Context: an optimization exercise on an open-source flow, tuned for small area. The choices shown serve that exercise and are no tape-out recipe. RTL that was checked went through simulation tests only; none was proved equivalent to the original. Power and IR drop assume default switching activity.

Setup of job 1132:
## DMAC
module DMAC #(
    parameter AXI_ID_WD   = 2,
    parameter AXI_DATA_WD = 32,
    parameter AXI_ADDR_WD = 32,
    parameter AXI_STRB_WD = 4
)(
    input                      AXI_ACLK,
    input                      AXI_ARESETN,
    input                      cmd_valid,
    input  [AXI_ADDR_WD-1 : 0] cmd_addr,
    input  [AXI_ID_WD-1   : 0] cmd_id,
    input  [1 : 0]             cmd_burst,
    input  [2 : 0]             cmd_size,
    input  [AXI_ADDR_WD-1 : 0] cmd_len,
    output                     cmd_ready,
    output                     cmd_abort,
    output [AXI_ADDR_WD-1 : 0] AXI_AWADDR,
    output [AXI_ID_WD-1   : 0] AXI_AWID,
    output [1 : 0]             AXI_AWBURST,
    output [2 : 0]             AXI_AWSIZE,
    output [7 : 0]             AXI_AWLEN,
    output                     AXI_AWVALID,
    input                      AXI_AWREADY,
    output [AXI_DATA_WD-1 : 0] AXI_WDATA,
    output [AXI_STRB_WD-1 : 0] AXI_WSTRB,
    output                     AXI_WLAST,
    output                     AXI_WVALID,
    input                      AXI_WREADY,
    input  [AXI_ID_WD-1   : 0] AXI_BID,
    input  [1 : 0]             AXI_BRESP,
    input                      AXI_BVALID,
    output                     AXI_BREADY,
    output [AXI_ADDR_WD-1 : 0] AXI_ARADDR,
    output [AXI_ID_WD-1   : 0] AXI_ARID,
    output [1 : 0]             AXI_ARBURST,
    output [2 : 0]             AXI_ARSIZE,
    output [7 : 0]             AXI_ARLEN,
    output                     AXI_ARVALID,
    input                      AXI_ARREADY,
    input  [AXI_DATA_WD-1 : 0] AXI_RDATA,
    input                      AXI_RLAST,
    input  [AXI_ID_WD-1   : 0] AXI_RID,
    input  [1 : 0]             AXI_RRESP,
    input                      AXI_RVALID,
    output                     AXI_RREADY
);
Size: about 260 I/O pins.
export LEC_CHECK = 0
export CAP_MARGIN = 20
export CORE_MARGIN = 2
export CORE_UTILIZATION = 65
export PLACE_DENSITY = 0.8
export SLEW_MARGIN = 20
create_clock -name core_clock -period 6.5 [get_ports {AXI_ACLK}]
standard.sh (not shown) runs the stock make flow with config.mk's settings and CLKGATE_MAP_FILE= SYNTH_SCRIPT=/design/flow/synth_recipe.tcl, a recipe that flattens the netlist after the stock synthesis.
==> flow/flow/run.sh <==
#!/bin/bash
set -euo pipefail
export MY_WORK="$PWD"
export MY_ABC_SCRIPT="$PWD/flow/abc_area.script"
export MY_ABC_D=6500
export BUFFER_PORTS_ARGS="-buffer_cell sky130_fd_sc_hd__buf_1"
# clock tree: the standard arguments, without dummy loads
export CTS_ARGS="-sink_clustering_enable -repair_clock_nets -dont_use_dummy_load -buf_list sky130_fd_sc_hd__clkbuf_8"
if [[ -f flow/env.sh ]]; then source flow/env.sh; fi
sed "s#SYNTH_SCRIPT=[^ ]*#SYNTH_SCRIPT=$PWD/flow/synth.tcl#" standard.sh > my_standard.sh
bash my_standard.sh > flow_make.log 2>&1
==> flow/flow/abc_area.script <==
strash
&get -n
&deepsyn -T 30
&put
&get -n
&dch -f
&nf -R 1000
&put
==> flow/flow/env.sh <==
export CTS_ARGS="-sink_clustering_enable -repair_clock_nets -dont_use_dummy_load -buf_list sky130_fd_sc_hd__clkbuf_4 -root_buf sky130_fd_sc_hd__clkbuf_8"
==> flow/flow/synth.tcl <==
# synth_recipe.tcl (the standard synthesis) with ABC's mapping script and delay target replaced.
proc abc {args} {
  set out {}
  set skip 0
  foreach a $args {
    if {$skip} { set skip 0; continue }
    if {$a eq "-script" || $a eq "-D"} { set skip 1; continue }
    lappend out $a
  }
  set out [linsert $out 0 -script $::env(MY_ABC_SCRIPT)]
  lappend out -D $::env(MY_ABC_D)
  puts "abc override: $out"
  yosys abc {*}$out
}
source $::env(MY_WORK)/synth_recipe.tcl
Edits applied to the flow inputs when going from job 1132 to job 6725:
Settings: PLACE_DENSITY no longer set, was 0.8; CORE_UTILIZATION now 40, was 65.
removed: flow/flow/env.sh
--- outcome ---
Job 6725 does better than job 1132 on via total after detailed routing.
Job 6725: done, clean on timing, DRC and antenna
NOTE: static leakage in job 6725 exceeds that of job 1132
Period utilization in job 6725 is 2.4 points lower than in job 1132
Lower non-clock buffer count among job 1132 and job 6725: job 1132
Input changes introduced in job 7935 (baseline for comparison: job 6725):
Settings: swapping 40 for 65 in CORE_UTILIZATION; putting PLACE_DENSITY at 0.75 where nothing was set.
Findings:
Job 7935 vs. job 6725: clock network fraction of design power went down by 0.5 points.
Run comparison: job 6725 beginning of the critical path cmd_len[2]; job 7935 beginning of the critical path cmd_addr[2]
Going from job 6725 to job 7935, the utilization after layout was found to have gone up by 28 points.
Compared with job 6725, in job 7935 via count of the first global-routing pass higher, initial antenna violation count barely changed.
Total power, job 7935 and job 6725: smaller value in job 7935
Relative contribution of combinational cells to total power, job 7935 and job 6725, higher one = job 6725.
Against job 6725, the final cell area of job 7935 is lower.
Job 7935 vs. job 6725: final cell count without fillers down about 8%; flip-flop and latch count flat; total standard cell area after synthesis flat; wire length reported by the detailed router down 9.2%.
### job 7935 -> job 2254
Settings: PLACE_DENSITY no longer set, was 0.75; CORE_UTILIZATION now 40, was 65.
==> flow/flow/env.sh (new file) <==
export CTS_ARGS="-sink_clustering_enable -repair_clock_nets -dont_use_dummy_load -buf_list sky130_fd_sc_hd__clkbuf_8 -sink_clustering_size 30 -sink_clustering_max_diameter 150 -sink_clustering_levels 1"
## What came out
Looking at share of the final layout cell area in sequential cells, job 2254 sits 0.54 points lower than job 7935 does. In the reports for job 7935 and job 2254, the smaller final RePlAce weighted congestion belongs to job 2254. Re non-clock inverter instance count of the final layout: no difference whatsoever between job 7935 and job 2254.
Input changes introduced in job 6771 (baseline for comparison: job 2254):
==> flow/flow/env.sh <==
export CTS_ARGS="-sink_clustering_enable -repair_clock_nets -dont_use_dummy_load -buf_list {sky130_fd_sc_hd__clkbuf_4 sky130_fd_sc_hd__clkbuf_8} -root_buf sky130_fd_sc_hd__clkbuf_8"
[summary]
The flow did not stop early for job 6771: all stages ran, and the layout cleared the timing, design-rule and antenna checks. Status: post-layout instance area parity (job 2254, job 6771). From job 6771 to job 2254, non-clock buffer instance count of the final layout did not move at all. Job 2254 -> job 6771: fraction of the mapped netlist area in simple logic gates delta 0, exact match. Reported for job 6771 and job 2254, final net count turned out identical to the last digit. Comparing job 2254 against job 6771, there is no change at all in final worst-path setup slack. Combinational share of power essentially unchanged between job 6771 and job 2254. There was hardly any difference in internal power of the cells between job 2254 and job 6771. Global-route wire length before repair came out exactly the same in job 6771 and job 2254. As far as height of the chip goes, job 2254 and job 6771 are indistinguishable; the numbers are identical. As far as post-layout utilization of the core goes, job 6771 and job 2254 are indistinguishable; the numbers are identical.
diff inputs: job 6771 => job 6213
==> flow/flow/env.sh <==
export CTS_ARGS="-sink_clustering_enable -repair_clock_nets -dont_use_dummy_load -buf_list sky130_fd_sc_hd__clkbuf_8 -sink_clustering_size 30 -sink_clustering_max_diameter 150"
==> comparison <==
Summary of job 6213 over job 6771: area overhead of the layout relative to synthesis was more or less identical; core footprint was more or less identical; shortest period the worst path allows was more or less identical; final worst-path setup slack was more or less identical.

---

Another version of the RTL of DMAC (not shown whole).
Size: ~120 flip-flops, roughly 260 I/O pins, ~8900 sq um of cells after synthesis.
==> flow/config.mk <==
export PLATFORM = sky130hd
export DESIGN_NAME = DMAC
export DESIGN_NICKNAME = DMAC
export VERILOG_FILES = /design/flow/design.v
export SDC_FILE = /design/flow/constraint.sdc
export NUM_CORES = 4
export LEC_CHECK = 0
export CAP_MARGIN = 20
export CORE_MARGIN = 2
export CORE_UTILIZATION = 40
export CTS_BUF_LIST = sky130_fd_sc_hd__clkbuf_8
export SLEW_MARGIN = 20
==> flow/constraint.sdc <==
create_clock -name core_clock -period 6.5 [get_ports {AXI_ACLK}]
set_input_delay 1.3000 -clock core_clock [delete_from_list [all_inputs] [get_ports {AXI_ACLK}]]
set_output_delay 1.3000 -clock core_clock [all_outputs]
set_load 0.01 [all_outputs]
==> flow/flow/run.sh <==
#!/bin/bash
set -euo pipefail
export BUFFER_PORTS_ARGS="-buffer_cell sky130_fd_sc_hd__buf_1"
bash standard.sh > standard_flow.log 2>&1
Rerun with:
==> flow/flow/run.sh (replaced) <==
#!/bin/bash
set -euo pipefail
export MY_WORK="$PWD"
export MY_ABC_SCRIPT="$PWD/flow/abc_area.script"
export MY_ABC_D=6500
export BUFFER_PORTS_ARGS="-buffer_cell sky130_fd_sc_hd__buf_1"
sed "s#SYNTH_SCRIPT=[^ ]*#SYNTH_SCRIPT=$PWD/flow/synth.tcl#" standard.sh > my_standard.sh
bash my_standard.sh > flow_make.log 2>&1
==> flow/flow/abc_area.script (new file) <==
strash
&get -n
&deepsyn -T 30
&put
&get -n
&dch -f
&nf -R 1000
&put
==> flow/flow/synth.tcl (new file) <==
# synth_recipe.tcl (the standard synthesis) with ABC's mapping script and delay target replaced.
proc abc {args} {
  set out {}
  set skip 0
  foreach a $args {
    if {$skip} { set skip 0; continue }
    if {$a eq "-script" || $a eq "-D"} { set skip 1; continue }
    lappend out $a
  }
  set out [linsert $out 0 -script $::env(MY_ABC_SCRIPT)]
  lappend out -D $::env(MY_ABC_D)
  puts "abc override: $out"
  yosys abc {*}$out
}
source $::env(MY_WORK)/synth_recipe.tcl
Outcome: Global-route usage came out higher by 0.82 points; combinational power came out lower by 17%; wire length came out lower by 6.1%; design area came out lower by 5.1%; maximum frequency came out lower by 9.2%; synthesized area came out lower by 8.8%; power came out lower by 6.3%; clock power came out lower by about 1%; clock-buffer cell count does not change; via count came out lower by 7.2%; utilization came out higher by 1.4 points.
Function was not checked in any run of this note: the RTL went through the layout flow alone.

---

build 98:
Another version of the RTL of DMAC (not shown whole).
clock: 6.5 ns
lec_check: 0
cap_margin: 20
core_margin: 2
core_utilization: 65
place_density: 0.8
slew_margin: 20
==> flow/flow/run.sh <==
#!/bin/bash
set -euo pipefail
export MY_WORK="$PWD"
export MY_ABC_SCRIPT="$PWD/flow/abc_area.script"
export MY_ABC_D=6500
export BUFFER_PORTS_ARGS="-buffer_cell sky130_fd_sc_hd__buf_1"
# clock tree: the standard arguments, without dummy loads
export CTS_ARGS="-sink_clustering_enable -repair_clock_nets -dont_use_dummy_load -buf_list sky130_fd_sc_hd__clkbuf_4 -root_buf sky130_fd_sc_hd__clkbuf_8"
if [[ -f flow/env.sh ]]; then source flow/env.sh; fi
sed "s#SYNTH_SCRIPT=[^ ]*#SYNTH_SCRIPT=$PWD/flow/synth.tcl#" standard.sh > my_standard.sh
bash my_standard.sh > flow_make.log 2>&1
==> flow/flow/abc_area.script <==
strash
&get -n
&deepsyn -T 30
&put
&get -n
&dch -f
&nf -R 1000
&put
==> flow/flow/synth.tcl <==
# synth_recipe.tcl (the standard synthesis) with ABC's mapping script and delay target replaced,
# and no adder cells (ha/fa) mapped before ABC, so ABC maps the adders with the rest of the logic.
set ::env(ADDER_MAP_FILE) ""
proc abc {args} {
  set out {}
  set skip 0
  foreach a $args {
    if {$skip} { set skip 0; continue }
    if {$a eq "-script" || $a eq "-D"} { set skip 1; continue }
    lappend out $a
  }
  set out [linsert $out 0 -script $::env(MY_ABC_SCRIPT)]
  lappend out -D $::env(MY_ABC_D)
  puts "abc override: $out"
  yosys abc {*}$out
}
source $::env(MY_WORK)/synth_recipe.tcl
Build 98 went all the way through synthesis, placement and routing and the layout is clean on timing, DRC and antenna.
Relative to build 98, the following input files were edited for build 44:
==> flow/flow/run.sh <==
#!/bin/bash
set -euo pipefail
export MY_WORK="$PWD"
export MY_ABC_SCRIPT="$PWD/flow/abc_area.script"
export MY_ABC_D=6500
export BUFFER_PORTS_ARGS="-buffer_cell sky130_fd_sc_hd__buf_1"
# clock tree: the standard arguments, without dummy loads
export CTS_ARGS="-sink_clustering_enable -repair_clock_nets -dont_use_dummy_load -buf_list sky130_fd_sc_hd__clkbuf_8"
if [[ -f flow/env.sh ]]; then source flow/env.sh; fi
sed "s#SYNTH_SCRIPT=[^ ]*#SYNTH_SCRIPT=$PWD/flow/synth.tcl#" standard.sh > my_standard.sh
bash my_standard.sh > flow_make.log 2>&1
==> flow/flow/env.sh (new file) <==
export SYNTH_INSBUF=0
--- a/flow/flow/synth.tcl
+++ b/flow/flow/synth.tcl
@@ -1,5 +1,3 @@
-# synth_recipe.tcl (the standard synthesis) with ABC's mapping script and delay target replaced,
-# and no adder cells (ha/fa) mapped before ABC, so ABC maps the adders with the rest of the logic.
-set ::env(ADDER_MAP_FILE) ""
+# synth_recipe.tcl (the standard synthesis) with ABC's mapping script and delay target replaced.
 proc abc {args} {
   set out {}
--- a/flow/config.mk
+++ b/flow/config.mk
@@ -8,5 +8,5 @@
 export CAP_MARGIN = 20
 export CORE_MARGIN = 2
-export CORE_UTILIZATION = 65
-export PLACE_DENSITY = 0.8
+export CORE_UTILIZATION = 40
+export GPL_TIMING_DRIVEN = 0
 export SLEW_MARGIN = 20
On maximum fanout along the worst path, the lower figure sits with build 98, not build 44.
Design area for build 44: 750 um^2 up relative to build 98
Delta (build 44 minus build 98): least setup slack across all paths after layout increased by 0.50 ns relative to the old numbers, actual slew at the worst max-slew pin moved up.
[compare] base=build 98 new=build 44: routed wire length increased 1.6 mm; flip-flop and latch share of the layout cell area went down by 3.9 points.
[inputs] build 81 vs build 44
--- a/flow/flow/run.sh
+++ b/flow/flow/run.sh
@@ -6,5 +6,5 @@
 export BUFFER_PORTS_ARGS="-buffer_cell sky130_fd_sc_hd__buf_1"
 # clock tree: the standard arguments, without dummy loads
-export CTS_ARGS="-sink_clustering_enable -repair_clock_nets -dont_use_dummy_load -buf_list sky130_fd_sc_hd__clkbuf_8"
+export CTS_ARGS="-sink_clustering_enable -repair_clock_nets -dont_use_dummy_load -buf_list sky130_fd_sc_hd__clkbuf_4 -root_buf sky130_fd_sc_hd__clkbuf_8"
 if [[ -f flow/env.sh ]]; then source flow/env.sh; fi
 sed "s#SYNTH_SCRIPT=[^ ]*#SYNTH_SCRIPT=$PWD/flow/synth.tcl#" standard.sh > my_standard.sh
--- a/flow/flow/synth.tcl
+++ b/flow/flow/synth.tcl
@@ -1,3 +1,5 @@
-# synth_recipe.tcl (the standard synthesis) with ABC's mapping script and delay target replaced.
+# synth_recipe.tcl (the standard synthesis) with ABC's mapping script and delay target replaced,
+# and no adder cells (ha/fa) mapped before ABC, so ABC maps the adders with the rest of the logic.
+set ::env(ADDER_MAP_FILE) ""
 proc abc {args} {
   set out {}
--- a/flow/config.mk
+++ b/flow/config.mk
@@ -8,5 +8,6 @@
 export CAP_MARGIN = 20
 export CORE_MARGIN = 2
-export CORE_UTILIZATION = 40
+export CORE_UTILIZATION = 65
 export GPL_TIMING_DRIVEN = 0
+export PLACE_DENSITY = 0.8
 export SLEW_MARGIN = 20
[summary]
Build 81 vs build 44 — number of filler cells placed in the layout dropped by more than half
Taking build 44 as the reference, in build 81 final worst setup slack shrank by 0.49 ns, global-route usage has increased, share of the final layout cell area in sequential cells grew by 3.9 points, non-clock buffer area fraction after layout went up 0.87 points.

separate check: timing with driven ports:
Ports are ideal in the flow. The routed layouts listed here were re-timed in OpenROAD.
Step 1 (the two cells are an assumption about what drives the block):
set clk [get_ports {AXI_ACLK}]
set_driving_cell -lib_cell sky130_fd_sc_hd__clkbuf_16 $clk
set_driving_cell -lib_cell sky130_fd_sc_hd__buf_2 [delete_from_list [all_inputs] $clk]
Step 2 adds t to the input delays and takes it off the output delays; t is the mean of the earliest and latest rising clock arrival at the registers after step 1. Input paths then give back, and output paths get back, about the clock's delay inside the block.
Slacks: no drivers / after step 1 / after step 2; pairs: no drivers / after step 1.
run	shift t [ns]	setup WS [ns]	hold WS [ns]
job 1132	0.448	1.586 / 1.592 / 1.145	0.457 / 0.457 / 0.457
job 6725	0.467	1.742 / 1.756 / 1.289	0.451 / 0.451 / 0.451
job 7935	0.465	1.711 / 1.723 / 1.258	0.465 / 0.465 / 0.465
job 2254	0.467	1.742 / 1.756 / 1.289	0.451 / 0.451 / 0.451
job 6771	0.467	1.742 / 1.756 / 1.289	0.451 / 0.451 / 0.451
job 6213	0.467	1.742 / 1.756 / 1.289	0.451 / 0.451 / 0.451
the first run of note 2	0.488	0.907 / 0.866 / 0.865	0.476 / 0.476 / 0.476
the second run of note 2	0.492	0.342 / 0.302 / 0.070	0.458 / 0.458 / 0.458
build 98	0.429	0.935 / 0.948 / 0.519	0.465 / 0.465 / 0.465
build 44	0.464	1.440 / 1.440 / 1.440	0.451 / 0.451 / 0.451
build 81	0.427	0.954 / 0.966 / 0.539	0.472 / 0.472 / 0.472
After both steps setup and hold are still met in every run listed.
